Source: an optimization exercise on an open RTL-to-GDS flow (aim: small area, a short achievable clock period and few clock cycles per item). Production flows keep margins and buffers that such runs may drop.
Where RTL was checked, it was by simulation tests only, not by an equivalence proof against the original.
Only the layout flow was run in run 1; the RTL was not checked for function there.

## flow/design.v (module list and top-level ports; edited modules follow where they fit)
// module sqrt_binary_search: 892 lines
module sqrt_binary_search (
    input  logic        clk,
    input  logic        rst,         
    input  logic        valid_in,
    input  logic [15:0] x,           
    output logic [15:0] x_sqrt,      
    output logic        valid_out
);
  // ...
==> flow/run.sh <==
#!/bin/bash
# synth_recipe.tcl (not shown) runs the flow's synth.tcl, then flattens the netlist and writes it again
# the make line also repeats each setting of config.mk as NAME=value (left out here)
make -C /OpenROAD-flow-scripts/flow DESIGN_CONFIG=/design/flow/config.mk WORK_HOME=/design/flow/orfs CLKGATE_MAP_FILE= SYNTH_SCRIPT=/design/flow/synth_recipe.tcl finish
==> flow/config.mk <==
export PLATFORM = sky130hd
export DESIGN_NAME = sqrt_binary_search
export DESIGN_NICKNAME = sqrt_binary_search
export VERILOG_FILES = /design/flow/design.v
export SDC_FILE = /design/flow/constraint.sdc
export NUM_CORES = 4
export LEC_CHECK = 0
export ABC_AREA = 1
export CAP_MARGIN = 20
export CORE_MARGIN = 2
export CORE_UTILIZATION = 75
export SLEW_MARGIN = 20
==> flow/constraint.sdc <==
create_clock -name core_clock -period 11.0 [get_ports {clk}]
set_input_delay 2.2000 -clock core_clock [delete_from_list [all_inputs] [get_ports {clk}]]
set_output_delay 2.2000 -clock core_clock [all_outputs]
set_load 0.01 [all_outputs]
==> report_table.html, run 1 <==
<table>
<tr><th>Metric</th><th>Value</th></tr>
<tr><th colspan="2">Status</th></tr>
<tr><td>Result of the run</td><td>finished clean</td></tr>
<tr><th colspan="2">Yosys</th></tr>
<tr><td>Simple logic cell fraction of the synthesized area</td><td>0.490</td></tr>
<tr><td>Adder and majority cell fraction of the synthesized area</td><td>0.108</td></tr>
<tr><td>Compound-gate portion of the synthesized area</td><td>0.0823</td></tr>
<tr><td>Most frequent cell after synthesis</td><td>sky130_fd_sc_hd__nand2_1</td></tr>
<tr><td>Top area cells in the synthesized netlist</td><td>sky130_fd_sc_hd__nand2_1, sky130_fd_sc_hd__nand3_1, sky130_fd_sc_hd__inv_1</td></tr>
<tr><td>Post-Synthesis Cells</td><td>718</td></tr>
<tr><th colspan="2">Drt</th></tr>
<tr><td>Total routed wirelength</td><td>~11000 µm</td></tr>
<tr><th colspan="2">Worst setup path</th></tr>
<tr><td>Largest stage delay, worst path</td><td>between 0.5 and 0.6 ns</td></tr>
<tr><th colspan="2">GRT</th></tr>
<tr><td>Maximum number of pins on one net before global-route repair</td><td>18</td></tr>
<tr><td>Remaining global-route overflow</td><td>0</td></tr>
<tr><th colspan="2">Hold path</th></tr>
<tr><td>Hold/Removal Path Class</td><td>input pin to flip-flop</td></tr>
<tr><td>Worst hold path cell count</td><td>1</td></tr>
<tr><th colspan="2">Clocking</th></tr>
<tr><td>Clock sink count</td><td>18</td></tr>
<tr><td>Clock buffers created by TritonCTS</td><td>3</td></tr>
<tr><td>Number of H-tree levels</td><td>1</td></tr>
<tr><th colspan="2">Layout</th></tr>
<tr><td>Number of flip-flops in the largest register</td><td>8</td></tr>
<tr><td>Cell type taking the most area</td><td>multi-input gates</td></tr>
<tr><td>Register with the most flip-flops</td><td>r_r</td></tr>
<tr><td>Fraction of final layout cells sized beyond drive strength 1</td><td>0.131</td></tr>
<tr><td>Clock-cell share of area</td><td>0.00917</td></tr>
<tr><td>Data-path buffer share of cell area in the final layout</td><td>0.0689</td></tr>
<tr><th colspan="2">Floorplanning</th></tr>
<tr><td>Vertical die dimension</td><td>approximately 79 µm</td></tr>
<tr><th colspan="2">Placement</th></tr>
<tr><td>Placed cell count</td><td>between 800 and 900</td></tr>
<tr><td>Worst slack after detailed placement</td><td>1.95 ns</td></tr>
<tr><th colspan="2">STA</th></tr>
<tr><td>Post-route setup slack</td><td>2.00 ns</td></tr>
</table>
==> run 2: changes to the inputs <==
--- a/flow/design.v
+++ b/flow/design.v
@@ -2,41 +2,40 @@
     input  logic        clk,
     input  logic        rst,         
     input  logic        valid_in,
     input  logic [15:0] x,           
     output logic [15:0] x_sqrt,      
     output logic        valid_out
 );
     wire [2:0] s_a0 = {1'b0, x[15:14]};
-    wire [2:0] s_t0 = {1'd0, 2'b01};
-    wire [2:0] s_g0_0 = ~s_a0 & s_t0;
-    wire [2:0] s_p0_0 = ~s_a0 | s_t0;
+    wire [2:0] s_o0 = 3'b111;
+    wire [2:0] s_g0_0 = s_a0 & s_o0;
+    wire [2:0] s_p0_0 = s_a0 | s_o0;
     wire [2:0] s_g0_1, s_p0_1;
     assign s_g0_1[0] = s_g0_0[0];
     assign s_p0_1[0] = s_p0_0[0];
     assign s_g0_1[1] = s_g0_0[1] | (s_p0_0[1] & s_g0_0[0]);
     assign s_p0_1[1] = s_p0_0[1] & s_p0_0[0];
     assign s_g0_1[2] = s_g0_0[2];
     assign s_p0_1[2] = s_p0_0[2];
     wire [2:0] s_g0_2, s_p0_2;
     assign s_g0_2[0] = s_g0_1[0];
     assign s_p0_2[0] = s_p0_1[0];
     assign s_g0_2[1] = s_g0_1[1];
     assign s_p0_2[1] = s_p0_1[1];
     assign s_g0_2[2] = s_g0_1[2] | (s_p0_1[2] & s_g0_1[1]);
     assign s_p0_2[2] = s_p0_1[2] & s_p0_1[1];
-    wire s_ge0 = ~s_g0_2[2];
-    wire [0:0] s_q1 = s_ge0;
-    wire [1:0] s_b0 = {s_g0_2[0:0], 1'b0};
-    wire [1:0] s_r1 = s_ge0 ? (s_a0[1:0] ^ (s_t0[1:0] ^ s_b0)) : s_a0[1:0];
-    wire [3:0] s_a1 = {s_r1, x[13:12]};
-    wire [3:0] s_t1 = {1'b0, s_q1, 2'b01};
-    wire [3:0] s_g1_0 = ~s_a1 & s_t1;
-    wire [3:0] s_p1_0 = ~s_a1 | s_t1;
+    wire [2:0] s_c0 = {s_g0_2[1:0], 1'b0};
+    wire [2:0] s_r1 = s_a0 ^ (s_o0 ^ s_c0);
+    wire [0:0] s_q1 = ~s_r1[2];
+    wire [3:0] s_a1 = {s_r1[1:0], x[13:12]};
+    wire [3:0] s_o1 = {s_q1[0], s_q1 ^ {1{s_q1[0]}}, 2'b11};
+    wire [3:0] s_g1_0 = s_a1 & s_o1;
+    wire [3:0] s_p1_0 = s_a1 | s_o1;
     wire [3:0] s_g1_1, s_p1_1;
     assign s_g1_1[0] = s_g1_0[0];
     assign s_p1_1[0] = s_p1_0[0];
     assign s_g1_1[1] = s_g1_0[1] | (s_p1_0[1] & s_g1_0[0]);
     assign s_p1_1[1] = s_p1_0[1] & s_p1_0[0];
     assign s_g1_1[2] = s_g1_0[2];
     assign s_p1_1[2] = s_p1_0[2];
     assign s_g1_1[3] = s_g1_0[3] | (s_p1_0[3] & s_g1_0[2]);
@@ -45,24 +44,23 @@
     assign s_g1_2[0] = s_g1_1[0];
     assign s_p1_2[0] = s_p1_1[0];
     assign s_g1_2[1] = s_g1_1[1];
     assign s_p1_2[1] = s_p1_1[1];
     assign s_g1_2[2] = s_g1_1[2] | (s_p1_1[2] & s_g1_1[1]);
     assign s_p1_2[2] = s_p1_1[2] & s_p1_1[1];
     assign s_g1_2[3] = s_g1_1[3] | (s_p1_1[3] & s_g1_1[1]);
     assign s_p1_2[3] = s_p1_1[3] & s_p1_1[1];
-    wire s_ge1 = ~s_g1_2[3];
-    wire [1:0] s_q2 = {s_q1, s_ge1};
-    wire [2:0] s_b1 = {s_g1_2[1:0], 1'b0};
-    wire [2:0] s_r2 = s_ge1 ? (s_a1[2:0] ^ (s_t1[2:0] ^ s_b1)) : s_a1[2:0];
-    wire [4:0] s_a2 = {s_r2, x[11:10]};
-    wire [4:0] s_t2 = {1'b0, s_q2, 2'b01};
-    wire [4:0] s_g2_0 = ~s_a2 & s_t2;
-    wire [4:0] s_p2_0 = ~s_a2 | s_t2;
+    wire [3:0] s_c1 = {s_g1_2[2:0], 1'b0};
+    wire [3:0] s_r2 = s_a1 ^ (s_o1 ^ s_c1);
+    wire [1:0] s_q2 = {s_q1, ~s_r2[3]};
+    wire [4:0] s_a2 = {s_r2[2:0], x[11:10]};
+    wire [4:0] s_o2 = {s_q2[0], s_q2 ^ {2{s_q2[0]}}, 2'b11};
+    wire [4:0] s_g2_0 = s_a2 & s_o2;
+    wire [4:0] s_p2_0 = s_a2 | s_o2;
     wire [4:0] s_g2_1, s_p2_1;
     assign s_g2_1[0] = s_g2_0[0];
     assign s_p2_1[0] = s_p2_0[0];
     assign s_g2_1[1] = s_g2_0[1] | (s_p2_0[1] & s_g2_0[0]);
     assign s_p2_1[1] = s_p2_0[1] & s_p2_0[0];
     assign s_g2_1[2] = s_g2_0[2];
     assign s_p2_1[2] = s_p2_0[2];
     assign s_g2_1[3] = s_g2_0[3] | (s_p2_0[3] & s_g2_0[2]);
@@ -86,24 +84,23 @@
     assign s_g2_3[1] = s_g2_2[1];
     assign s_p2_3[1] = s_p2_2[1];
     assign s_g2_3[2] = s_g2_2[2];
     assign s_p2_3[2] = s_p2_2[2];
     assign s_g2_3[3] = s_g2_2[3];
     assign s_p2_3[3] = s_p2_2[3];
     assign s_g2_3[4] = s_g2_2[4] | (s_p2_2[4] & s_g2_2[3]);
     assign s_p2_3[4] = s_p2_2[4] & s_p2_2[3];
-    wire s_ge2 = ~s_g2_3[4];
-    wire [2:0] s_q3 = {s_q2, s_ge2};
-    wire [3:0] s_b2 = {s_g2_3[2:0], 1'b0};
-    wire [3:0] s_r3 = s_ge2 ? (s_a2[3:0] ^ (s_t2[3:0] ^ s_b2)) : s_a2[3:0];
-    wire [5:0] s_a3 = {s_r3, x[9:8]};
-    wire [5:0] s_t3 = {1'b0, s_q3, 2'b01};
-    wire [5:0] s_g3_0 = ~s_a3 & s_t3;
-    wire [5:0] s_p3_0 = ~s_a3 | s_t3;
+    wire [4:0] s_c2 = {s_g2_3[3:0], 1'b0};
+    wire [4:0] s_r3 = s_a2 ^ (s_o2 ^ s_c2);
+    wire [2:0] s_q3 = {s_q2, ~s_r3[4]};
+    wire [5:0] s_a3 = {s_r3[3:0], x[9:8]};
+    wire [5:0] s_o3 = {s_q3[0], s_q3 ^ {3{s_q3[0]}}, 2'b11};
+    wire [5:0] s_g3_0 = s_a3 & s_o3;
+    wire [5:0] s_p3_0 = s_a3 | s_o3;
     wire [5:0] s_g3_1, s_p3_1;
     assign s_g3_1[0] = s_g3_0[0];
     assign s_p3_1[0] = s_p3_0[0];
     assign s_g3_1[1] = s_g3_0[1] | (s_p3_0[1] & s_g3_0[0]);
     assign s_p3_1[1] = s_p3_0[1] & s_p3_0[0];
     assign s_g3_1[2] = s_g3_0[2];
     assign s_p3_1[2] = s_p3_0[2];
     assign s_g3_1[3] = s_g3_0[3] | (s_p3_0[3] & s_g3_0[2]);
@@ -133,24 +130,23 @@
     assign s_g3_3[2] = s_g3_2[2];
     assign s_p3_3[2] = s_p3_2[2];
     assign s_g3_3[3] = s_g3_2[3];
     assign s_p3_3[3] = s_p3_2[3];
     assign s_g3_3[4] = s_g3_2[4] | (s_p3_2[4] & s_g3_2[3]);
     assign s_p3_3[4] = s_p3_2[4] & s_p3_2[3];
     assign s_g3_3[5] = s_g3_2[5] | (s_p3_2[5] & s_g3_2[3]);
     assign s_p3_3[5] = s_p3_2[5] & s_p3_2[3];
-    wire s_ge3 = ~s_g3_3[5];
-    wire [3:0] s_q4 = {s_q3, s_ge3};
-    wire [4:0] s_b3 = {s_g3_3[3:0], 1'b0};
-    wire [4:0] s_r4 = s_ge3 ? (s_a3[4:0] ^ (s_t3[4:0] ^ s_b3)) : s_a3[4:0];
-    wire [6:0] s_a4 = {s_r4, x[7:6]};
-    wire [6:0] s_t4 = {1'b0, s_q4, 2'b01};
-    wire [6:0] s_g4_0 = ~s_a4 & s_t4;
-    wire [6:0] s_p4_0 = ~s_a4 | s_t4;
+    wire [5:0] s_c3 = {s_g3_3[4:0], 1'b0};
+    wire [5:0] s_r4 = s_a3 ^ (s_o3 ^ s_c3);
+    wire [3:0] s_q4 = {s_q3, ~s_r4[5]};
+    wire [6:0] s_a4 = {s_r4[4:0], x[7:6]};
+    wire [6:0] s_o4 = {s_q4[0], s_q4 ^ {4{s_q4[0]}}, 2'b11};
+    wire [6:0] s_g4_0 = s_a4 & s_o4;
+    wire [6:0] s_p4_0 = s_a4 | s_o4;
     wire [6:0] s_g4_1, s_p4_1;
     assign s_g4_1[0] = s_g4_0[0];
     assign s_p4_1[0] = s_p4_0[0];
     assign s_g4_1[1] = s_g4_0[1] | (s_p4_0[1] & s_g4_0[0]);
     assign s_p4_1[1] = s_p4_0[1] & s_p4_0[0];
     assign s_g4_1[2] = s_g4_0[2];
     assign s_p4_1[2] = s_p4_0[2];
     assign s_g4_1[3] = s_g4_0[3] | (s_p4_0[3] & s_g4_0[2]);
@@ -186,24 +182,23 @@
     assign s_g4_3[3] = s_g4_2[3];
     assign s_p4_3[3] = s_p4_2[3];
     assign s_g4_3[4] = s_g4_2[4] | (s_p4_2[4] & s_g4_2[3]);
     assign s_p4_3[4] = s_p4_2[4] & s_p4_2[3];
     assign s_g4_3[5] = s_g4_2[5] | (s_p4_2[5] & s_g4_2[3]);
     assign s_p4_3[5] = s_p4_2[5] & s_p4_2[3];
     assign s_g4_3[6] = s_g4_2[6] | (s_p4_2[6] & s_g4_2[3]);
     assign s_p4_3[6] = s_p4_2[6] & s_p4_2[3];
-    wire s_ge4 = ~s_g4_3[6];
-    wire [4:0] s_q5 = {s_q4, s_ge4};
-    wire [5:0] s_b4 = {s_g4_3[4:0], 1'b0};
-    wire [5:0] s_r5 = s_ge4 ? (s_a4[5:0] ^ (s_t4[5:0] ^ s_b4)) : s_a4[5:0];
-    wire [7:0] s_a5 = {s_r5, x[5:4]};
-    wire [7:0] s_t5 = {1'b0, s_q5, 2'b01};
-    wire [7:0] s_g5_0 = ~s_a5 & s_t5;
-    wire [7:0] s_p5_0 = ~s_a5 | s_t5;
+    wire [6:0] s_c4 = {s_g4_3[5:0], 1'b0};
+    wire [6:0] s_r5 = s_a4 ^ (s_o4 ^ s_c4);
+    wire [4:0] s_q5 = {s_q4, ~s_r5[6]};
+    wire [7:0] s_a5 = {s_r5[5:0], x[5:4]};
+    wire [7:0] s_o5 = {s_q5[0], s_q5 ^ {5{s_q5[0]}}, 2'b11};
+    wire [7:0] s_g5_0 = s_a5 & s_o5;
+    wire [7:0] s_p5_0 = s_a5 | s_o5;
     wire [7:0] s_g5_1, s_p5_1;
     assign s_g5_1[0] = s_g5_0[0];
     assign s_p5_1[0] = s_p5_0[0];
     assign s_g5_1[1] = s_g5_0[1] | (s_p5_0[1] & s_g5_0[0]);
     assign s_p5_1[1] = s_p5_0[1] & s_p5_0[0];
     assign s_g5_1[2] = s_g5_0[2];
     assign s_p5_1[2] = s_p5_0[2];
     assign s_g5_1[3] = s_g5_0[3] | (s_p5_0[3] & s_g5_0[2]);
@@ -245,24 +240,23 @@
     assign s_g5_3[4] = s_g5_2[4] | (s_p5_2[4] & s_g5_2[3]);
     assign s_p5_3[4] = s_p5_2[4] & s_p5_2[3];
     assign s_g5_3[5] = s_g5_2[5] | (s_p5_2[5] & s_g5_2[3]);
     assign s_p5_3[5] = s_p5_2[5] & s_p5_2[3];
     assign s_g5_3[6] = s_g5_2[6] | (s_p5_2[6] & s_g5_2[3]);
     assign s_p5_3[6] = s_p5_2[6] & s_p5_2[3];
     assign s_g5_3[7] = s_g5_2[7] | (s_p5_2[7] & s_g5_2[3]);
     assign s_p5_3[7] = s_p5_2[7] & s_p5_2[3];
-    wire s_ge5 = ~s_g5_3[7];
-    wire [5:0] s_q6 = {s_q5, s_ge5};
-    wire [6:0] s_b5 = {s_g5_3[5:0], 1'b0};
-    wire [6:0] s_r6 = s_ge5 ? (s_a5[6:0] ^ (s_t5[6:0] ^ s_b5)) : s_a5[6:0];
-    wire [8:0] s_a6 = {s_r6, x[3:2]};
-    wire [8:0] s_t6 = {1'b0, s_q6, 2'b01};
-    wire [8:0] s_g6_0 = ~s_a6 & s_t6;
-    wire [8:0] s_p6_0 = ~s_a6 | s_t6;
+    wire [7:0] s_c5 = {s_g5_3[6:0], 1'b0};
+    wire [7:0] s_r6 = s_a5 ^ (s_o5 ^ s_c5);
+    wire [5:0] s_q6 = {s_q5, ~s_r6[7]};
+    wire [8:0] s_a6 = {s_r6[6:0], x[3:2]};
+    wire [8:0] s_o6 = {s_q6[0], s_q6 ^ {6{s_q6[0]}}, 2'b11};
+    wire [8:0] s_g6_0 = s_a6 & s_o6;
+    wire [8:0] s_p6_0 = s_a6 | s_o6;
     wire [8:0] s_g6_1, s_p6_1;
     assign s_g6_1[0] = s_g6_0[0];
     assign s_p6_1[0] = s_p6_0[0];
     assign s_g6_1[1] = s_g6_0[1] | (s_p6_0[1] & s_g6_0[0]);
     assign s_p6_1[1] = s_p6_0[1] & s_p6_0[0];
     assign s_g6_1[2] = s_g6_0[2];
     assign s_p6_1[2] = s_p6_0[2];
     assign s_g6_1[3] = s_g6_0[3] | (s_p6_0[3] & s_g6_0[2]);
@@ -329,35 +323,34 @@
     assign s_g6_4[5] = s_g6_3[5];
     assign s_p6_4[5] = s_p6_3[5];
     assign s_g6_4[6] = s_g6_3[6];
     assign s_p6_4[6] = s_p6_3[6];
     assign s_g6_4[7] = s_g6_3[7];
     assign s_p6_4[7] = s_p6_3[7];
     assign s_g6_4[8] = s_g6_3[8] | (s_p6_3[8] & s_g6_3[7]);
     assign s_p6_4[8] = s_p6_3[8] & s_p6_3[7];
-    wire s_ge6 = ~s_g6_4[8];
-    wire [6:0] s_q7 = {s_q6, s_ge6};
-    wire [7:0] s_b6 = {s_g6_4[6:0], 1'b0};
-    wire [7:0] s_r7 = s_ge6 ? (s_a6[7:0] ^ (s_t6[7:0] ^ s_b6)) : s_a6[7:0];
+    wire [8:0] s_c6 = {s_g6_4[7:0], 1'b0};
+    wire [8:0] s_r7 = s_a6 ^ (s_o6 ^ s_c6);
+    wire [6:0] s_q7 = {s_q6, ~s_r7[8]};
     logic [6:0] q_r;
-    logic [7:0] r_r;
+    logic [8:0] r_r;
     logic [1:0] x_r;
     logic v_r;
     always_ff @(posedge clk) begin
         if (rst) v_r <= 1'b0;
         else     v_r <= valid_in;
         q_r <= s_q7;
         r_r <= s_r7;
         x_r <= x[1:0];
     end
-    wire [9:0] t_a7 = {r_r, x_r[1:0]};
-    wire [9:0] t_t7 = {1'b0, q_r, 2'b01};
-    wire [9:0] t_g7_0 = ~t_a7 & t_t7;
-    wire [9:0] t_p7_0 = ~t_a7 | t_t7;
+    wire [9:0] t_a7 = {r_r[7:0], x_r[1:0]};
+    wire [9:0] t_o7 = {q_r[0], q_r ^ {7{q_r[0]}}, 2'b11};
+    wire [9:0] t_g7_0 = t_a7 & t_o7;
+    wire [9:0] t_p7_0 = t_a7 | t_o7;
     wire [9:0] t_g7_1, t_p7_1;
     assign t_g7_1[0] = t_g7_0[0];
     assign t_p7_1[0] = t_p7_0[0];
     assign t_g7_1[1] = t_g7_0[1] | (t_p7_0[1] & t_g7_0[0]);
     assign t_p7_1[1] = t_p7_0[1] & t_p7_0[0];
     assign t_g7_1[2] = t_g7_0[2];
     assign t_p7_1[2] = t_p7_0[2];
     assign t_g7_1[3] = t_g7_0[3] | (t_p7_0[3] & t_g7_0[2]);
@@ -432,24 +425,23 @@
     assign t_g7_4[6] = t_g7_3[6];
     assign t_p7_4[6] = t_p7_3[6];
     assign t_g7_4[7] = t_g7_3[7];
     assign t_p7_4[7] = t_p7_3[7];
     assign t_g7_4[8] = t_g7_3[8] | (t_p7_3[8] & t_g7_3[7]);
     assign t_p7_4[8] = t_p7_3[8] & t_p7_3[7];
     assign t_g7_4[9] = t_g7_3[9] | (t_p7_3[9] & t_g7_3[7]);
     assign t_p7_4[9] = t_p7_3[9] & t_p7_3[7];
-    wire t_ge7 = ~t_g7_4[9];
-    wire [7:0] t_q8 = {q_r, t_ge7};
-    wire [8:0] t_b7 = {t_g7_4[7:0], 1'b0};
-    wire [8:0] t_r8 = t_ge7 ? (t_a7[8:0] ^ (t_t7[8:0] ^ t_b7)) : t_a7[8:0];
-    wire [10:0] t_a8 = {t_r8, 2'b00};
-    wire [10:0] t_t8 = {1'b0, t_q8, 2'b01};
-    wire [10:0] t_g8_0 = ~t_a8 & t_t8;
-    wire [10:0] t_p8_0 = ~t_a8 | t_t8;
+    wire [9:0] t_c7 = {t_g7_4[8:0], 1'b0};
+    wire [9:0] t_r8 = t_a7 ^ (t_o7 ^ t_c7);
+    wire [7:0] t_q8 = {q_r, ~t_r8[9]};
+    wire [10:0] t_a8 = {t_r8[8:0], 2'b00};
+    wire [10:0] t_o8 = {t_q8[0], t_q8 ^ {8{t_q8[0]}}, 2'b11};
+    wire [10:0] t_g8_0 = t_a8 & t_o8;
+    wire [10:0] t_p8_0 = t_a8 | t_o8;
     wire [10:0] t_g8_1, t_p8_1;
     assign t_g8_1[0] = t_g8_0[0];
     assign t_p8_1[0] = t_p8_0[0];
     assign t_g8_1[1] = t_g8_0[1] | (t_p8_0[1] & t_g8_0[0]);
     assign t_p8_1[1] = t_p8_0[1] & t_p8_0[0];
     assign t_g8_1[2] = t_g8_0[2];
     assign t_p8_1[2] = t_p8_0[2];
     assign t_g8_1[3] = t_g8_0[3] | (t_p8_0[3] & t_g8_0[2]);
@@ -532,24 +524,23 @@
     assign t_g8_4[7] = t_g8_3[7];
     assign t_p8_4[7] = t_p8_3[7];
     assign t_g8_4[8] = t_g8_3[8] | (t_p8_3[8] & t_g8_3[7]);
     assign t_p8_4[8] = t_p8_3[8] & t_p8_3[7];
     assign t_g8_4[9] = t_g8_3[9] | (t_p8_3[9] & t_g8_3[7]);
     assign t_p8_4[9] = t_p8_3[9] & t_p8_3[7];
     assign t_g8_4[10] = t_g8_3[10] | (t_p8_3[10] & t_g8_3[7]);
     assign t_p8_4[10] = t_p8_3[10] & t_p8_3[7];
-    wire t_ge8 = ~t_g8_4[10];
-    wire [8:0] t_q9 = {t_q8, t_ge8};
-    wire [9:0] t_b8 = {t_g8_4[8:0], 1'b0};
-    wire [9:0] t_r9 = t_ge8 ? (t_a8[9:0] ^ (t_t8[9:0] ^ t_b8)) : t_a8[9:0];
-    wire [11:0] t_a9 = {t_r9, 2'b00};
-    wire [11:0] t_t9 = {1'b0, t_q9, 2'b01};
-    wire [11:0] t_g9_0 = ~t_a9 & t_t9;
-    wire [11:0] t_p9_0 = ~t_a9 | t_t9;
+    wire [10:0] t_c8 = {t_g8_4[9:0], 1'b0};
+    wire [10:0] t_r9 = t_a8 ^ (t_o8 ^ t_c8);
+    wire [8:0] t_q9 = {t_q8, ~t_r9[10]};
+    wire [11:0] t_a9 = {t_r9[9:0], 2'b00};
+    wire [11:0] t_o9 = {t_q9[0], t_q9 ^ {9{t_q9[0]}}, 2'b11};
+    wire [11:0] t_g9_0 = t_a9 & t_o9;
+    wire [11:0] t_p9_0 = t_a9 | t_o9;
     wire [11:0] t_g9_1, t_p9_1;
     assign t_g9_1[0] = t_g9_0[0];
     assign t_p9_1[0] = t_p9_0[0];
     assign t_g9_1[1] = t_g9_0[1] | (t_p9_0[1] & t_g9_0[0]);
     assign t_p9_1[1] = t_p9_0[1] & t_p9_0[0];
     assign t_g9_1[2] = t_g9_0[2];
     assign t_p9_1[2] = t_p9_0[2];
     assign t_g9_1[3] = t_g9_0[3] | (t_p9_0[3] & t_g9_0[2]);
@@ -640,24 +631,23 @@
     assign t_g9_4[8] = t_g9_3[8] | (t_p9_3[8] & t_g9_3[7]);
     assign t_p9_4[8] = t_p9_3[8] & t_p9_3[7];
     assign t_g9_4[9] = t_g9_3[9] | (t_p9_3[9] & t_g9_3[7]);
     assign t_p9_4[9] = t_p9_3[9] & t_p9_3[7];
     assign t_g9_4[10] = t_g9_3[10] | (t_p9_3[10] & t_g9_3[7]);
     assign t_p9_4[10] = t_p9_3[10] & t_p9_3[7];
     assign t_g9_4[11] = t_g9_3[11] | (t_p9_3[11] & t_g9_3[7]);
     assign t_p9_4[11] = t_p9_3[11] & t_p9_3[7];
-    wire t_ge9 = ~t_g9_4[11];
-    wire [9:0] t_q10 = {t_q9, t_ge9};
-    wire [10:0] t_b9 = {t_g9_4[9:0], 1'b0};
-    wire [10:0] t_r10 = t_ge9 ? (t_a9[10:0] ^ (t_t9[10:0] ^ t_b9)) : t_a9[10:0];
-    wire [12:0] t_a10 = {t_r10, 2'b00};
-    wire [12:0] t_t10 = {1'b0, t_q10, 2'b01};
-    wire [12:0] t_g10_0 = ~t_a10 & t_t10;
-    wire [12:0] t_p10_0 = ~t_a10 | t_t10;
+    wire [11:0] t_c9 = {t_g9_4[10:0], 1'b0};
+    wire [11:0] t_r10 = t_a9 ^ (t_o9 ^ t_c9);
+    wire [9:0] t_q10 = {t_q9, ~t_r10[11]};
+    wire [12:0] t_a10 = {t_r10[10:0], 2'b00};
+    wire [12:0] t_o10 = {t_q10[0], t_q10 ^ {10{t_q10[0]}}, 2'b11};
+    wire [12:0] t_g10_0 = t_a10 & t_o10;
+    wire [12:0] t_p10_0 = t_a10 | t_o10;
     wire [12:0] t_g10_1, t_p10_1;
     assign t_g10_1[0] = t_g10_0[0];
     assign t_p10_1[0] = t_p10_0[0];
     assign t_g10_1[1] = t_g10_0[1] | (t_p10_0[1] & t_g10_0[0]);
     assign t_p10_1[1] = t_p10_0[1] & t_p10_0[0];
     assign t_g10_1[2] = t_g10_0[2];
     assign t_p10_1[2] = t_p10_0[2];
     assign t_g10_1[3] = t_g10_0[3] | (t_p10_0[3] & t_g10_0[2]);
@@ -756,24 +746,23 @@
     assign t_g10_4[9] = t_g10_3[9] | (t_p10_3[9] & t_g10_3[7]);
     assign t_p10_4[9] = t_p10_3[9] & t_p10_3[7];
     assign t_g10_4[10] = t_g10_3[10] | (t_p10_3[10] & t_g10_3[7]);
     assign t_p10_4[10] = t_p10_3[10] & t_p10_3[7];
     assign t_g10_4[11] = t_g10_3[11] | (t_p10_3[11] & t_g10_3[7]);
     assign t_p10_4[11] = t_p10_3[11] & t_p10_3[7];
     assign t_g10_4[12] = t_g10_3[12] | (t_p10_3[12] & t_g10_3[7]);
     assign t_p10_4[12] = t_p10_3[12] & t_p10_3[7];
-    wire t_ge10 = ~t_g10_4[12];
-    wire [10:0] t_q11 = {t_q10, t_ge10};
-    wire [11:0] t_b10 = {t_g10_4[10:0], 1'b0};
-    wire [11:0] t_r11 = t_ge10 ? (t_a10[11:0] ^ (t_t10[11:0] ^ t_b10)) : t_a10[11:0];
-    wire [13:0] t_a11 = {t_r11, 2'b00};
-    wire [13:0] t_t11 = {1'b0, t_q11, 2'b01};
-    wire [13:0] t_g11_0 = ~t_a11 & t_t11;
-    wire [13:0] t_p11_0 = ~t_a11 | t_t11;
+    wire [12:0] t_c10 = {t_g10_4[11:0], 1'b0};
+    wire [12:0] t_r11 = t_a10 ^ (t_o10 ^ t_c10);
+    wire [10:0] t_q11 = {t_q10, ~t_r11[12]};
+    wire [13:0] t_a11 = {t_r11[11:0], 2'b00};
+    wire [13:0] t_o11 = {t_q11[0], t_q11 ^ {11{t_q11[0]}}, 2'b11};
+    wire [13:0] t_g11_0 = t_a11 & t_o11;
+    wire [13:0] t_p11_0 = t_a11 | t_o11;
     wire [13:0] t_g11_1, t_p11_1;
     assign t_g11_1[0] = t_g11_0[0];
     assign t_p11_1[0] = t_p11_0[0];
     assign t_g11_1[1] = t_g11_0[1] | (t_p11_0[1] & t_g11_0[0]);
     assign t_p11_1[1] = t_p11_0[1] & t_p11_0[0];
     assign t_g11_1[2] = t_g11_0[2];
     assign t_p11_1[2] = t_p11_0[2];
     assign t_g11_1[3] = t_g11_0[3] | (t_p11_0[3] & t_g11_0[2]);
@@ -880,13 +869,14 @@
     assign t_g11_4[10] = t_g11_3[10] | (t_p11_3[10] & t_g11_3[7]);
     assign t_p11_4[10] = t_p11_3[10] & t_p11_3[7];
     assign t_g11_4[11] = t_g11_3[11] | (t_p11_3[11] & t_g11_3[7]);
     assign t_p11_4[11] = t_p11_3[11] & t_p11_3[7];
     assign t_g11_4[12] = t_g11_3[12] | (t_p11_3[12] & t_g11_3[7]);
     assign t_p11_4[12] = t_p11_3[12] & t_p11_3[7];
     assign t_g11_4[13] = t_g11_3[13] | (t_p11_3[13] & t_g11_3[7]);
     assign t_p11_4[13] = t_p11_3[13] & t_p11_3[7];
-    wire t_ge11 = ~t_g11_4[13];
-    wire [11:0] t_q12 = {t_q11, t_ge11};
+    wire [13:0] t_c11 = {t_g11_4[12:0], 1'b0};
+    wire [13:0] t_r12 = t_a11 ^ (t_o11 ^ t_c11);
+    wire [11:0] t_q12 = {t_q11, ~t_r12[13]};
     assign x_sqrt    = {4'd0, t_q12};
     assign valid_out = v_r;
 endmodule
==> flow/config.mk (replaced) <==
export PLATFORM = sky130hd
export DESIGN_NAME = sqrt_binary_search
export DESIGN_NICKNAME = sqrt_binary_search
export VERILOG_FILES = /design/flow/design.v
export SDC_FILE = /design/flow/constraint.sdc
export NUM_CORES = 4
export LEC_CHECK = 0
export ABC_AREA = 1
export CAP_MARGIN = 20
export CORE_MARGIN = 2
export CORE_UTILIZATION = 40
export SLEW_MARGIN = 20
==> report_table.html, run 2 <==
<table>
<tr><th>Metric</th><th>Value</th></tr>
<tr><th colspan="2">Worst setup path</th></tr>
<tr><td>Worst path arrival time</td><td>7.24 ns (was 6.80 ns)</td></tr>
<tr><td>Timing startpoint of the critical path</td><td>q_r[0]$_DFF_P_ (was x_r[0]$_DFF_P_)</td></tr>
<tr><td>Worst path depth</td><td>45 (was 46)</td></tr>
<tr><td>CP startpoint kind</td><td>flip-flop (unchanged)</td></tr>
<tr><td>CP max stage cell</td><td>sky130_fd_sc_hd__dfxtp_1 (was sky130_fd_sc_hd__clkdlybuf4s50_1)</td></tr>
<tr><td>Maximum fanout encountered on the critical timing path</td><td>15 (was 17)</td></tr>
<tr><td>Element type at the critical path end</td><td>output port (unchanged)</td></tr>
<tr><td>Top cell by count, worst path</td><td>sky130_fd_sc_hd__nand2_1 (unchanged)</td></tr>
<tr><td>Worst setup path category</td><td>flip-flop to output port (unchanged)</td></tr>
<tr><td>Largest stage delay, worst path</td><td>0.69 ns (was 0.52 ns)</td></tr>
<tr><td>Family with the most delay on the worst path</td><td>simple AND/OR/NAND/NOR gates (unchanged)</td></tr>
<tr><td>CP Capture Point</td><td>x_sqrt[0] (unchanged)</td></tr>
<tr><td>Combined buffer and inverter count along the critical path</td><td>6 (was 9)</td></tr>
<tr><td>Required time reported for the critical path endpoint</td><td>8.80 ns (about the same)</td></tr>
<tr><th colspan="2">STA</th></tr>
<tr><td>Unrepaired setup endpoints after global routing</td><td>false (unchanged)</td></tr>
<tr><td>Fin Setup TNS</td><td>0 ns (unchanged)</td></tr>
<tr><td>Worst hold slack after final layout</td><td>2.39 ns (about the same)</td></tr>
<tr><td>Final count of negative-setup-slack endpoints</td><td>0 (unchanged)</td></tr>
<tr><td>Worst-margin pin slew</td><td>0.631 ns</td></tr>
<tr><td>Post-route setup slack</td><td>1.56 ns (was 2.00 ns)</td></tr>
<tr><td>Post-route fraction of the period consumed by the critical path</td><td>0.858 (was 0.818)</td></tr>
<tr><td>Worst slew margin relative to its limit</td><td>0.575</td></tr>
<tr><td>Achievable frequency</td><td>106 MHz (was 111 MHz)</td></tr>
<tr><td>Final-report hold violation count</td><td>0 (unchanged)</td></tr>
<tr><td>Count of final max-slew check failures</td><td>0 (unchanged)</td></tr>
<tr><td>Fin crit period</td><td>9.44 ns (was 9.00 ns)</td></tr>
<tr><th colspan="2">Layout</th></tr>
<tr><td>Post-synthesis to final-layout area growth</td><td>12.2% (was 6.92%)</td></tr>
<tr><td>Number of flip-flops in the largest register</td><td>8 (unchanged)</td></tr>
<tr><td>Net count reported at finish</td><td>681 (was 789)</td></tr>
<tr><td>Registers with the highest flip-flop counts</td><td>r_r x8, q_r x7, x_r x2 (unchanged)</td></tr>
<tr><td>Top library cells by usage in the layout, fill and taps aside</td><td>sky130_fd_sc_hd__nand2_1, sky130_fd_sc_hd__inv_1, sky130_fd_sc_hd__nand3_1, sky130_fd_sc_hd__xor2_1, sky130_fd_sc_hd__clkdlybuf4s50_1 (was sky130_fd_sc_hd__nand2_1, sky130_fd_sc_hd__inv_1, sky130_fd_sc_hd__nand3_1, sky130_fd_sc_hd__nand2_2, sky130_fd_sc_hd__clkdlybuf4s50_1)</td></tr>
<tr><td>Register with the most flip-flops</td><td>r_r (unchanged)</td></tr>
<tr><td>Final-layout fill cell count</td><td>920 (was 410)</td></tr>
<tr><td>Fraction of final layout cells sized beyond drive strength 1</td><td>0.121 (was 0.131)</td></tr>
<tr><td>Diode insertion count for antenna repair</td><td>0 (unchanged)</td></tr>
<tr><td>Final core utilization</td><td>0.468 (was 0.823)</td></tr>
<tr><td>Most frequent standard cell in the layout excluding fill and tap cells</td><td>sky130_fd_sc_hd__nand2_1 (unchanged)</td></tr>
<tr><th colspan="2">Yosys</th></tr>
<tr><td>Post-synth EDFFs</td><td>0 (unchanged)</td></tr>
<tr><td>Top post-synthesis cells by count</td><td>sky130_fd_sc_hd__nand2_1, sky130_fd_sc_hd__inv_1, sky130_fd_sc_hd__nand3_1 (unchanged)</td></tr>
<tr><td>Top area cells in the synthesized netlist</td><td>sky130_fd_sc_hd__nand2_1, sky130_fd_sc_hd__inv_1, sky130_fd_sc_hd__dfxtp_1 (was sky130_fd_sc_hd__nand2_1, sky130_fd_sc_hd__nand3_1, sky130_fd_sc_hd__inv_1)</td></tr>
<tr><td>Synth Flop Type</td><td>sky130_fd_sc_hd__dfxtp_1 (unchanged)</td></tr>
<tr><td>Summed instance area of the synthesized netlist</td><td>3670 µm² (was 4210 µm²)</td></tr>
<tr><td>Synth warnings</td><td>1 (unchanged)</td></tr>
<tr><td>Synth top area share</td><td>0.198 (was 0.219)</td></tr>
<tr><td>Post-synth top area cell</td><td>sky130_fd_sc_hd__nand2_1 (unchanged)</td></tr>
<tr><td>Post-Synthesis Cells</td><td>606 (was 718)</td></tr>
<tr><td>Proportion of synthesized chip area in sequential cells</td><td>0.0981 (was 0.0855)</td></tr>
<tr><td>Number of synthesized register bits</td><td>18 (unchanged)</td></tr>
<tr><td>Number of distinct library cells after synthesis</td><td>41 (was 42)</td></tr>
<tr><td>Proportion of synthesized flip-flops having asynchronous set or reset</td><td>0 (unchanged)</td></tr>
<tr><td>Most frequent cell after synthesis</td><td>sky130_fd_sc_hd__nand2_1 (unchanged)</td></tr>
<tr><td>Average cell area after synthesis</td><td>6.06 µm² (was 5.87 µm²)</td></tr>
<tr><th colspan="2">Status</th></tr>
<tr><td>Result of the run</td><td>finished clean (unchanged)</td></tr>
<tr><th colspan="2">GRT</th></tr>
<tr><td>Via count of the first global-routing pass</td><td>3470 (was 4581)</td></tr>
<tr><td>Maximum number of pins on one net before global-route repair</td><td>16 (was 18)</td></tr>
<tr><td>Total track usage</td><td>0.189 (was 0.365)</td></tr>
<tr><td>Initial antenna violation count</td><td>0 (unchanged)</td></tr>
<tr><td>First-pass GRT wire length</td><td>15600 µm (was 18700 µm)</td></tr>
<tr><td>Remaining global-route overflow</td><td>0 (unchanged)</td></tr>
<tr><th colspan="2">Clocking</th></tr>
<tr><td>Clock sink count</td><td>18 (unchanged)</td></tr>
<tr><td>Number of buffers on the longest clock path</td><td>2 (unchanged)</td></tr>
<tr><td>CTS tree</td><td>built (unchanged)</td></tr>
<tr><td>Clock root buffer</td><td>sky130_fd_sc_hd__clkbuf_8 (unchanged)</td></tr>
<tr><td>Clock buffers created by TritonCTS</td><td>3 (unchanged)</td></tr>
<tr><td>Total setup buffers inserted after CTS</td><td>0 (unchanged)</td></tr>
<tr><td>Register clock-pin slew on the reported worst setup and hold paths</td><td>0.07 ns (was 0.06 ns)</td></tr>
<tr><td>Number of H-tree levels</td><td>1 (unchanged)</td></tr>
<tr><td>Number of resized instances in the post-cts repair step</td><td>0 (unchanged)</td></tr>
<tr><td>Count of hold buffers inserted by post-cts repair</td><td>0 (unchanged)</td></tr>
<tr><th colspan="2">Placement</th></tr>
<tr><td>Final GP Congestion</td><td>0.948 (was 0.975)</td></tr>
<tr><td>Number of port buffers</td><td>31 (unchanged)</td></tr>
<tr><td>Worst slack after detailed placement</td><td>1.84 ns (was 1.95 ns)</td></tr>
<tr><td>HPWL after detailed placement</td><td>7570 µm (was 9180 µm)</td></tr>
<tr><th colspan="2">Drt</th></tr>
<tr><td>Total number of vias</td><td>3564 (was 4612)</td></tr>
<tr><td>Number of nets still failing antenna checks after routing</td><td>0 (unchanged)</td></tr>
<tr><td>Mean routed wirelength per cell</td><td>11.7 µm (was 13.4 µm)</td></tr>
<tr><td>Remaining DRCs</td><td>0 (unchanged)</td></tr>
<tr><td>Pre-Repair DR Iteration Count</td><td>4 (was 5)</td></tr>
<tr><td>Violation count after the first detailed-route iteration</td><td>112 (was 260)</td></tr>
<tr><td>Total routed wirelength</td><td>8750 µm (was 10800 µm)</td></tr>
<tr><td>Via count normalized by instance count</td><td>4.78 (was 5.69)</td></tr>
<tr><th colspan="2">Floorplanning</th></tr>
<tr><td>IO Pins</td><td>36 (unchanged)</td></tr>
<tr><td>Placeable Area</td><td>8810 µm² (was 5470 µm²)</td></tr>
<tr><td>Die Width</td><td>99.8 µm (was 78.9 µm)</td></tr>
<tr><td>Vertical die dimension</td><td>99.8 µm (was 78.9 µm)</td></tr>
<tr><td>Total die area</td><td>9970 µm² (was 6230 µm²)</td></tr>
<tr><td>Initial cell density of the core</td><td>0.417 (was 0.770)</td></tr>
<tr><td>Number of rows in the core area</td><td>34 (was 27)</td></tr>
<tr><th colspan="2">Run</th></tr>
<tr><td>Number of max-cap violations</td><td>0 (unchanged)</td></tr>
<tr><th colspan="2">Hold path</th></tr>
<tr><td>Hold/Removal Path Class</td><td>input pin to flip-flop (unchanged)</td></tr>
</table>
-- run 2: changes by cell type after synthesis, moves of 6 or more --
cell / before / now
sky130_fd_sc_hd__ha_1: 22 / 14
sky130_fd_sc_hd__inv_2: 17 / 9
sky130_fd_sc_hd__nand3_1: 89 / 69
sky130_fd_sc_hd__xnor2_1: 10 / 16
sky130_fd_sc_hd__buf_4: 12 / 5
sky130_fd_sc_hd__nand2_2: 35 / 26
sky130_fd_sc_hd__nor2_1: 28 / 18
sky130_fd_sc_hd__o21ai_1: 10 / 4
sky130_fd_sc_hd__nand2_1: 246 / 194
-- run 2: cell type report --
| class | instances | area (µm²) | area share |
|---|---|---|---|
| Multi-Input combinational cell | 471 | 2830 | 0.688 |
| Inverter | 113 | 427 | 0.104 |
| Sequential cell | 18 | 360 | 0.0874 |
| Timing Repair Buffer | 31 | 310 | 0.0753 |
| Tap cell | 108 | 135 | 0.0328 |
| Clock buffer | 4 | 55.1 | 0.0134 |
-- run 2: metrics by stage --
| step | cells | area (µm²) |
|---|---|---|
| floorplan | 609 | 3680 |
| global placement | 741 | 4070 |
| detailed placement | 741 | 4070 |
| CTS | 745 | 4120 |
| global route | 745 | 4120 |
| finish | 745 | 4120 |
-- run 2: layer usage --
metal | wire length, µm | vias up | GRT usage | share of wire
li1 | - | 1926 | - | -
met1 | 4100 | 1585 | 0.239 | 0.47
met2 | 4300 | 41 | 0.347 | 0.49
met3 | 180 | 12 | 0.0153 | 0.021
met4 | 163 | 0 | 0.0495 | 0.019
met5 | 0 | - | 0 | 0
-- run 2: logic make-up after synthesis --
| group | after synthesis | synth area share |
|---|---|---|
| simple gates | 360 | 0.484 |
| buf+inv | 120 | 0.134 |
| fa+ha+maj | 24 | 0.102 |
| xor+xnor | 49 | 0.124 |
| other cells | 1 | 0.00102 |
| flops | 18 | 0.0981 |
| compound gates | 34 | 0.0576 |
-- run 2: worst min-delay path by stage --
stage          startpoint        endpoint  cells past startpoint
6_report             x[1]  x_r[1]$_DFF_P_                      1
5_1_grt              x[0]  x_r[0]$_DFF_P_                      1
4_1_cts              x[1]  x_r[1]$_DFF_P_                      1
3_5_place_dp         x[1]  x_r[1]$_DFF_P_                      1
3_3_place_gp         x[1]  x_r[1]$_DFF_P_                      1
2_1_floorplan        x[0]  x_r[0]$_DFF_P_                      0
Testbench counts of run 2, summed over its fixed seeds: cycles 262,148, items 262,144.
==> run 3: changes to the inputs <==
==> flow/flow/run.sh (new file) <==
#!/bin/bash
set -e
cp standard.sh standard_sh.log
cp synth_recipe.tcl synth_recipe_tcl.log
export BUFFER_PORTS_ARGS="-buffer_cell sky130_fd_sc_hd__buf_2"
bash standard.sh > standard.log 2>&1
==> flow/standard.sh (new file) <==
#!/bin/bash
# synth_recipe.tcl (not shown) runs the flow's synth.tcl, then flattens the netlist and writes it again
# the make line also repeats each setting of config.mk as NAME=value (left out here)
make -C /OpenROAD-flow-scripts/flow DESIGN_CONFIG=/design/flow/config.mk WORK_HOME=/design/flow/orfs CLKGATE_MAP_FILE= SYNTH_SCRIPT=/design/flow/synth_recipe.tcl "${@:-finish}"
removed: flow/run.sh
==> report_table.html, run 3 <==
<table>
<tr><th>Metric</th><th>Value</th></tr>
<tr><th colspan="2">Status</th></tr>
<tr><td>Result of the run</td><td>finished clean (unchanged)</td></tr>
<tr><th colspan="2">Yosys</th></tr>
<tr><td>Average cell area after synthesis</td><td>6.06 µm² (unchanged)</td></tr>
<tr><td>Number of synthesized register bits</td><td>18 (unchanged)</td></tr>
<tr><td>Post-synth top area cell</td><td>sky130_fd_sc_hd__nand2_1 (unchanged)</td></tr>
<tr><td>Top area cells in the synthesized netlist</td><td>sky130_fd_sc_hd__nand2_1, sky130_fd_sc_hd__inv_1, sky130_fd_sc_hd__dfxtp_1 (unchanged)</td></tr>
<tr><td>Proportion of synthesized chip area in sequential cells</td><td>0.0981 (unchanged)</td></tr>
<tr><td>Most frequent cell after synthesis</td><td>sky130_fd_sc_hd__nand2_1 (unchanged)</td></tr>
<tr><td>Synth warnings</td><td>1 (unchanged)</td></tr>
<tr><td>Synth top area share</td><td>0.198 (unchanged)</td></tr>
<tr><td>Summed instance area of the synthesized netlist</td><td>3670 µm² (unchanged)</td></tr>
<tr><td>Post-synth EDFFs</td><td>0 (unchanged)</td></tr>
<tr><td>Synth Flop Type</td><td>sky130_fd_sc_hd__dfxtp_1 (unchanged)</td></tr>
<tr><td>Number of distinct library cells after synthesis</td><td>41 (unchanged)</td></tr>
<tr><td>Post-Synthesis Cells</td><td>606 (unchanged)</td></tr>
<tr><td>Proportion of synthesized flip-flops having asynchronous set or reset</td><td>0 (unchanged)</td></tr>
<tr><td>Top post-synthesis cells by count</td><td>sky130_fd_sc_hd__nand2_1, sky130_fd_sc_hd__inv_1, sky130_fd_sc_hd__nand3_1 (unchanged)</td></tr>
<tr><th colspan="2">STA</th></tr>
<tr><td>Worst-margin pin slew</td><td>0.649 ns (was 0.631 ns)</td></tr>
<tr><td>Fin Setup TNS</td><td>0 ns (unchanged)</td></tr>
<tr><td>Fin crit period</td><td>9.03 ns (was 9.44 ns)</td></tr>
<tr><td>Achievable frequency</td><td>111 MHz (was 106 MHz)</td></tr>
<tr><td>Unrepaired setup endpoints after global routing</td><td>false (unchanged)</td></tr>
<tr><td>Post-route fraction of the period consumed by the critical path</td><td>0.821 (was 0.858)</td></tr>
<tr><td>Worst hold slack after final layout</td><td>2.04 ns (was 2.39 ns)</td></tr>
<tr><td>Final count of negative-setup-slack endpoints</td><td>0 (unchanged)</td></tr>
<tr><td>Count of final max-slew check failures</td><td>0 (unchanged)</td></tr>
<tr><td>Worst slew margin relative to its limit</td><td>0.563 (was 0.575)</td></tr>
<tr><td>Final-report hold violation count</td><td>0 (unchanged)</td></tr>
<tr><th colspan="2">Floorplanning</th></tr>
<tr><td>Initial cell density of the core</td><td>0.417 (unchanged)</td></tr>
<tr><td>Placeable Area</td><td>8810 µm² (unchanged)</td></tr>
<tr><td>Total die area</td><td>9970 µm² (unchanged)</td></tr>
<tr><td>Die Width</td><td>99.8 µm (unchanged)</td></tr>
<tr><td>Vertical die dimension</td><td>99.8 µm (unchanged)</td></tr>
<tr><td>Number of rows in the core area</td><td>34 (unchanged)</td></tr>
<tr><td>IO Pins</td><td>36 (unchanged)</td></tr>
<tr><th colspan="2">Worst setup path</th></tr>
<tr><td>CP max stage cell</td><td>sky130_fd_sc_hd__dfxtp_1 (unchanged)</td></tr>
<tr><td>Maximum fanout encountered on the critical timing path</td><td>15 (unchanged)</td></tr>
<tr><td>Largest stage delay, worst path</td><td>0.70 ns (was 0.69 ns)</td></tr>
<tr><td>Worst setup path category</td><td>flip-flop to output port (unchanged)</td></tr>
<tr><td>CP startpoint kind</td><td>flip-flop (unchanged)</td></tr>
<tr><td>Top cell by count, worst path</td><td>sky130_fd_sc_hd__nand2_1 (unchanged)</td></tr>
<tr><td>Required time reported for the critical path endpoint</td><td>8.80 ns (about the same)</td></tr>
<tr><td>Worst path arrival time</td><td>6.83 ns (was 7.24 ns)</td></tr>
<tr><td>Element type at the critical path end</td><td>output port (unchanged)</td></tr>
<tr><th colspan="2">Drt</th></tr>
<tr><td>Total routed wirelength</td><td>8670 µm (was 8750 µm)</td></tr>
<tr><td>Pre-Repair DR Iteration Count</td><td>4 (unchanged)</td></tr>
<tr><td>Mean routed wirelength per cell</td><td>11.6 µm (was 11.7 µm)</td></tr>
<tr><td>Via count normalized by instance count</td><td>4.85 (was 4.78)</td></tr>
<tr><td>Remaining DRCs</td><td>0 (unchanged)</td></tr>
<tr><td>Violation count after the first detailed-route iteration</td><td>145 (was 112)</td></tr>
<tr><td>Total number of vias</td><td>3610 (was 3564)</td></tr>
<tr><td>Number of nets still failing antenna checks after routing</td><td>0 (unchanged)</td></tr>
<tr><th colspan="2">Layout</th></tr>
<tr><td>Number of flip-flops in the largest register</td><td>8 (unchanged)</td></tr>
<tr><td>Final core utilization</td><td>0.450 (was 0.468)</td></tr>
<tr><td>Fraction of final layout cells sized beyond drive strength 1</td><td>0.170 (was 0.121)</td></tr>
<tr><td>Net count reported at finish</td><td>681 (unchanged)</td></tr>
<tr><td>Final-layout fill cell count</td><td>929 (was 920)</td></tr>
<tr><td>Register with the most flip-flops</td><td>r_r (unchanged)</td></tr>
<tr><td>Top library cells by usage in the layout, fill and taps aside</td><td>sky130_fd_sc_hd__nand2_1, sky130_fd_sc_hd__inv_1, sky130_fd_sc_hd__nand3_1, sky130_fd_sc_hd__xor2_1, sky130_fd_sc_hd__buf_2 (was sky130_fd_sc_hd__nand2_1, sky130_fd_sc_hd__inv_1, sky130_fd_sc_hd__nand3_1, sky130_fd_sc_hd__xor2_1, sky130_fd_sc_hd__clkdlybuf4s50_1)</td></tr>
<tr><td>Diode insertion count for antenna repair</td><td>0 (unchanged)</td></tr>
<tr><td>Most frequent standard cell in the layout excluding fill and tap cells</td><td>sky130_fd_sc_hd__nand2_1 (unchanged)</td></tr>
<tr><td>Post-synthesis to final-layout area growth</td><td>7.97% (was 12.2%)</td></tr>
<tr><td>Final standard cell count with taps included and fillers excluded</td><td>745 (unchanged)</td></tr>
<tr><td>Registers with the highest flip-flop counts</td><td>r_r x8, q_r x7, x_r x2 (unchanged)</td></tr>
<tr><th colspan="2">GRT</th></tr>
<tr><td>Total track usage</td><td>0.188 (was 0.189)</td></tr>
<tr><td>First-pass GRT wire length</td><td>15500 µm (was 15600 µm)</td></tr>
<tr><td>Via count of the first global-routing pass</td><td>3561 (was 3470)</td></tr>
<tr><td>Initial antenna violation count</td><td>0 (unchanged)</td></tr>
<tr><td>Remaining global-route overflow</td><td>0 (unchanged)</td></tr>
<tr><td>Maximum number of pins on one net before global-route repair</td><td>16 (unchanged)</td></tr>
<tr><th colspan="2">Clocking</th></tr>
<tr><td>Clock root buffer</td><td>sky130_fd_sc_hd__clkbuf_8 (unchanged)</td></tr>
<tr><td>Clock buffers created by TritonCTS</td><td>3 (unchanged)</td></tr>
<tr><td>CTS tree</td><td>built (unchanged)</td></tr>
<tr><td>Number of buffers on the longest clock path</td><td>2 (unchanged)</td></tr>
<tr><td>Number of resized instances in the post-cts repair step</td><td>0 (unchanged)</td></tr>
<tr><td>Total setup buffers inserted after CTS</td><td>0 (unchanged)</td></tr>
<tr><td>Count of hold buffers inserted by post-cts repair</td><td>0 (unchanged)</td></tr>
<tr><td>Number of H-tree levels</td><td>1 (unchanged)</td></tr>
<tr><td>Clock sink count</td><td>18 (unchanged)</td></tr>
<tr><td>Register clock-pin slew on the reported worst setup and hold paths</td><td>0.07 ns (about the same)</td></tr>
<tr><th colspan="2">Hold path</th></tr>
<tr><td>Worst hold path cell count</td><td>1 (unchanged)</td></tr>
<tr><td>Endpoint, Worst Hold</td><td>x_r[1]$_DFF_P_ (unchanged)</td></tr>
<tr><td>Hold_sp</td><td>x[1] (unchanged)</td></tr>
<tr><td>Hold/Removal Path Class</td><td>input pin to flip-flop (unchanged)</td></tr>
<tr><th colspan="2">Placement</th></tr>
<tr><td>Final GP Congestion</td><td>0.881 (was 0.948)</td></tr>
<tr><td>Number of port buffers</td><td>31 (unchanged)</td></tr>
<tr><td>Placed cell count</td><td>741 (unchanged)</td></tr>
<tr><td>HPWL after detailed placement</td><td>7520 µm (was 7570 µm)</td></tr>
<tr><th colspan="2">Run</th></tr>
<tr><td>Number of max-cap violations</td><td>0 (unchanged)</td></tr>
</table>
run 3: cell counts after synthesis:
Identical to the previous run, type by type.
run 3: worst max-delay path, delay by kind of cell (launching register included):
kind	cells	cell delay, ns
adder cells (fa/ha/maj)	3	1.07
flip-flops	1	0.70
XOR/XNOR	6	1.55
buffers and inverters	4	0.41
AND/OR/NAND/NOR	25	2.48
AO/OA/AOI/OAI	2	0.36
run 3: per-stage QoR:
| stage | instance area (µm²) | setup slack (ns) |
|---|---|---|
| final | 3970 | 1.97 |
| after global placement | 3910 | 2.47 |
| after CTS | 3970 | 1.98 |
| after floorplan | 3680 | 3.18 |
| after detailed placement | 3910 | 2.28 |
| after global routing | 3970 | 1.02 |
run 3: how the worst max path moves through the flow:
| stage | from | endpoint | slack [ns] | cells past startpoint |
|---|---|---|---|---|
| 4_1_cts | q_r[0]$_DFF_P_ | x_sqrt[0] | 1.98 | 40 |
| 3_3_place_gp | q_r[0]$_DFF_P_ | x_sqrt[0] | 2.47 | 39 |
| 5_1_grt | q_r[0]$_DFF_P_ | x_sqrt[0] | 1.02 | 45 |
| 6_report | q_r[0]$_DFF_P_ | x_sqrt[0] | 1.97 | 40 |
| 3_5_place_dp | q_r[0]$_DFF_P_ | x_sqrt[0] | 2.28 | 40 |
| 2_1_floorplan | q_r[0]$_DFF_P_ | x_sqrt[0] | 3.18 | 40 |
run 3: final cells by class:
type / count / area, µm² / share of cell area
Inverter: 113 / 427 / 0.108
Multi-Input combinational cell: 471 / 2830 / 0.715
Tap cell: 108 / 135 / 0.0341
Timing Repair Buffer: 31 / 155 / 0.0391
Sequential cell: 18 / 360 / 0.0909
Clock buffer: 4 / 55.1 / 0.0139
run 3: layer usage:
metal  vias up  global-route usage  share of wire
li1       1928                   -              -
met1      1618               0.238           0.47
met2        51               0.342           0.49
met3        13              0.0111          0.022
met4         0              0.0590          0.018
met5         -                   0              0
run 3: kinds of logic (layout without fill, tap and decap cells):
group / Yosys count / count (layout) / synth area share
adders and majority gates: 24 / 24 / 0.102
and+or+nand+nor: 360 / 360 / 0.484
buffers and inverters: 120 / 148 / 0.134
DFF: 18 / 18 / 0.0981
xor gates and xnor gates: 49 / 49 / 0.124
AOI/OAI and AO/OA: 34 / 34 / 0.0576
other: 1 / 4 / 0.00102
==> run 4: changes to the inputs <==
--- a/flow/config.mk
+++ b/flow/config.mk
@@ -9,4 +9,5 @@
 export CAP_MARGIN = 20
 export CORE_MARGIN = 2
 export CORE_UTILIZATION = 40
+export SETUP_SLACK_MARGIN = 2
 export SLEW_MARGIN = 20
==> report_table.html, run 4 <==
<table>
<tr><th>Metric</th><th>Value</th></tr>
<tr><th colspan="2">Worst setup path</th></tr>
<tr><td>Top cell by count, worst path</td><td>sky130_fd_sc_hd__nand2_1 (unchanged)</td></tr>
<tr><td>Maximum fanout encountered on the critical timing path</td><td>8 (was 15)</td></tr>
<tr><td>Required time reported for the critical path endpoint</td><td>8.80 ns (about the same)</td></tr>
<tr><td>Largest stage delay, worst path</td><td>0.61 ns (was 0.70 ns)</td></tr>
<tr><td>Worst path arrival time</td><td>6.25 ns (was 6.83 ns)</td></tr>
<tr><td>Worst setup path category</td><td>flip-flop to output port (unchanged)</td></tr>
<tr><td>CP startpoint kind</td><td>flip-flop (unchanged)</td></tr>
<tr><th colspan="2">Floorplanning</th></tr>
<tr><td>Die Width</td><td>99.8 µm (unchanged)</td></tr>
<tr><td>IO Pins</td><td>36 (unchanged)</td></tr>
<tr><td>Total die area</td><td>9970 µm² (unchanged)</td></tr>
<tr><td>Placeable Area</td><td>8810 µm² (unchanged)</td></tr>
<tr><th colspan="2">Yosys</th></tr>
<tr><td>Top post-synthesis cells by count</td><td>sky130_fd_sc_hd__nand2_1, sky130_fd_sc_hd__inv_1, sky130_fd_sc_hd__nand3_1 (unchanged)</td></tr>
<tr><td>Synth warnings</td><td>1 (unchanged)</td></tr>
<tr><td>Post-Synthesis Cells</td><td>606 (unchanged)</td></tr>
<tr><td>Number of distinct library cells after synthesis</td><td>41 (unchanged)</td></tr>
<tr><td>Summed instance area of the synthesized netlist</td><td>3670 µm² (unchanged)</td></tr>
<tr><td>Average cell area after synthesis</td><td>6.06 µm² (unchanged)</td></tr>
<tr><td>Proportion of synthesized chip area in sequential cells</td><td>0.0981 (unchanged)</td></tr>
<tr><td>Post-synth EDFFs</td><td>0 (unchanged)</td></tr>
<tr><th colspan="2">Placement</th></tr>
<tr><td>Number of port buffers</td><td>31 (unchanged)</td></tr>
<tr><td>HPWL after detailed placement</td><td>7520 µm (unchanged)</td></tr>
<tr><td>Instance area after placement</td><td>3910 µm² (unchanged)</td></tr>
<tr><th colspan="2">Drt</th></tr>
<tr><td>Number of nets still failing antenna checks after routing</td><td>0 (unchanged)</td></tr>
<tr><td>Total number of vias</td><td>3673 (was 3610)</td></tr>
<tr><td>Remaining DRCs</td><td>0 (unchanged)</td></tr>
<tr><td>Via count normalized by instance count</td><td>4.85 (about the same)</td></tr>
<tr><td>Total routed wirelength</td><td>8940 µm (was 8670 µm)</td></tr>
<tr><td>Violation count after the first detailed-route iteration</td><td>163 (was 145)</td></tr>
<tr><th colspan="2">Layout</th></tr>
<tr><td>Final-layout fill cell count</td><td>925 (was 929)</td></tr>
<tr><td>Fraction of final layout cells sized beyond drive strength 1</td><td>0.208 (was 0.170)</td></tr>
<tr><td>Diode insertion count for antenna repair</td><td>0 (unchanged)</td></tr>
<tr><td>Post-Layout Inst Area</td><td>4150 µm² (was 3970 µm²)</td></tr>
<tr><td>Final standard cell count with taps included and fillers excluded</td><td>757 (was 745)</td></tr>
<tr><td>Most frequent standard cell in the layout excluding fill and tap cells</td><td>sky130_fd_sc_hd__nand2_1 (unchanged)</td></tr>
<tr><td>Number of flip-flops in the largest register</td><td>8 (unchanged)</td></tr>
<tr><th colspan="2">GRT</th></tr>
<tr><td>Remaining global-route overflow</td><td>0 (unchanged)</td></tr>
<tr><td>First-pass GRT wire length</td><td>15500 µm (unchanged)</td></tr>
<tr><td>Maximum number of pins on one net before global-route repair</td><td>16 (unchanged)</td></tr>
<tr><th colspan="2">Clocking</th></tr>
<tr><td>Number of buffers on the longest clock path</td><td>2 (unchanged)</td></tr>
<tr><td>Clock root buffer</td><td>sky130_fd_sc_hd__clkbuf_8 (unchanged)</td></tr>
<tr><th colspan="2">STA</th></tr>
<tr><td>Count of final max-slew check failures</td><td>0 (unchanged)</td></tr>
<tr><td>Achievable frequency</td><td>118 MHz (was 111 MHz)</td></tr>
<tr><td>Worst hold slack after final layout</td><td>2.04 ns (about the same)</td></tr>
<tr><th colspan="2">Status</th></tr>
<tr><td>Result of the run</td><td>finished clean (unchanged)</td></tr>
</table>
==> run 4: changes by cell type in the layout (fill, tap and decap cells not counted), moves of 2 or more <==
cell,delta
sky130_fd_sc_hd__buf_4,+10
sky130_fd_sc_hd__dfxtp_1,-5
sky130_fd_sc_hd__dfxtp_2,+4
sky130_fd_sc_hd__inv_1,-2
sky130_fd_sc_hd__inv_4,+2
sky130_fd_sc_hd__xnor2_1,-3
sky130_fd_sc_hd__xnor2_2,+3
sky130_fd_sc_hd__xor2_1,-3
sky130_fd_sc_hd__xor2_2,+3
==> run 4: logic make-up after synthesis <==
kind of cell	synth area share
and+or+nand+nor	0.484
buffers and inverters	0.134
xor gates and xnor gates	0.124
AOI/OAI and AO/OA	0.0576
adders and majority gates	0.102
DFF	0.0981
other	0.00102
==> run 4: final cells by class <==
class / instances / area (µm²) / share of cell area
clock buffer: 4 / 55.1 / 0.0133
inverter: 113 / 432 / 0.104
multi-input combinational: 472 / 2910 / 0.701
sequential: 18 / 369 / 0.0890
tap: 108 / 135 / 0.0326
timing repair buffer: 42 / 250 / 0.0603
==> run 4: worst paths after layout <==
| kind | cells past startpoint | endpoint | slack, ns | startpoint |
|---|---|---|---|---|
| worst max-delay path | 43 | x_sqrt[0] | 2.55 | q_r[3]$_DFF_P_ |
| worst min-delay path | 1 | x_r[1]$_DFF_P_ | 2.04 | x[1] |
==> run 4: worst max-delay path, delay by kind of cell, from the launching register on <==
kind	cells	cell delay, ns
compound gates	3	0.27
xor+xnor	2	0.48
fa+ha+maj	3	1.40
buf+inv	5	0.57
simple gates	30	2.89
flops	1	0.39
==> run 4: layer usage <==
metal	vias to the layer above	GRT usage
met5	-	0
met4	0	0.0590
met3	12	0.0111
met2	80	0.342
met1	1631	0.238
li1	1950	-
==> run 4: through the flow <==
stage	setup WS (ns)
2_1_floorplan	3.18
3_3_place_gp	2.47
3_5_place_dp	2.28
4_1_cts	2.12
5_1_grt	1.98
6_report	2.55
==> run 4: timing repair <==
item                                    CTS  global route
buffers inserted                          0            11
endpoints found under the setup margin    1             2
resized for setup                         1            20
cloned                                    0             1
pin swaps                                 0            10
hold buffers                              0             0

[afterwards: timing with drivers on the ports]
How much do the figures lean on ideal ports? The routed layouts below were timed once more, with nothing changed but the port constraints.
Step 1 (the two cells are an assumption about what drives the block):
set clk [get_ports {clk}]
set_driving_cell -lib_cell sky130_fd_sc_hd__clkbuf_16 $clk
set_driving_cell -lib_cell sky130_fd_sc_hd__buf_2 [delete_from_list [all_inputs] $clk]
Step 2 moves the port delays by t, midway between the first and last clock arrival at a register: inputs arrive t later, outputs are due t later. That takes back most of the time a late clock gives input paths.
a / b / c = ideal / step 1 / step 2; a / b = the first two.
run | shift t [ns] | setup WS [ns] | worst setup path after step 2 | worst data-port slew with drivers (ns) | pins driven straight from the clock port
run 1 | 0.270 | 2.002 / 1.978 / 1.889 | input to register | 0.04 | 1
run 2 | 0.269 | 1.557 / 1.533 / 1.802 | register to output | 0.03 | 1
run 3 | 0.279 | 1.966 / 1.944 / 2.223 | register to output | 0.03 | 1
run 4 | 0.279 | 2.552 / 2.531 / 2.753 | input to register | 0.03 | 1
After both steps setup and hold are still met in every run listed. The setup slack of run 1, which loses most, moves by -0.024 ns with the drivers and by -0.113 ns with both steps.
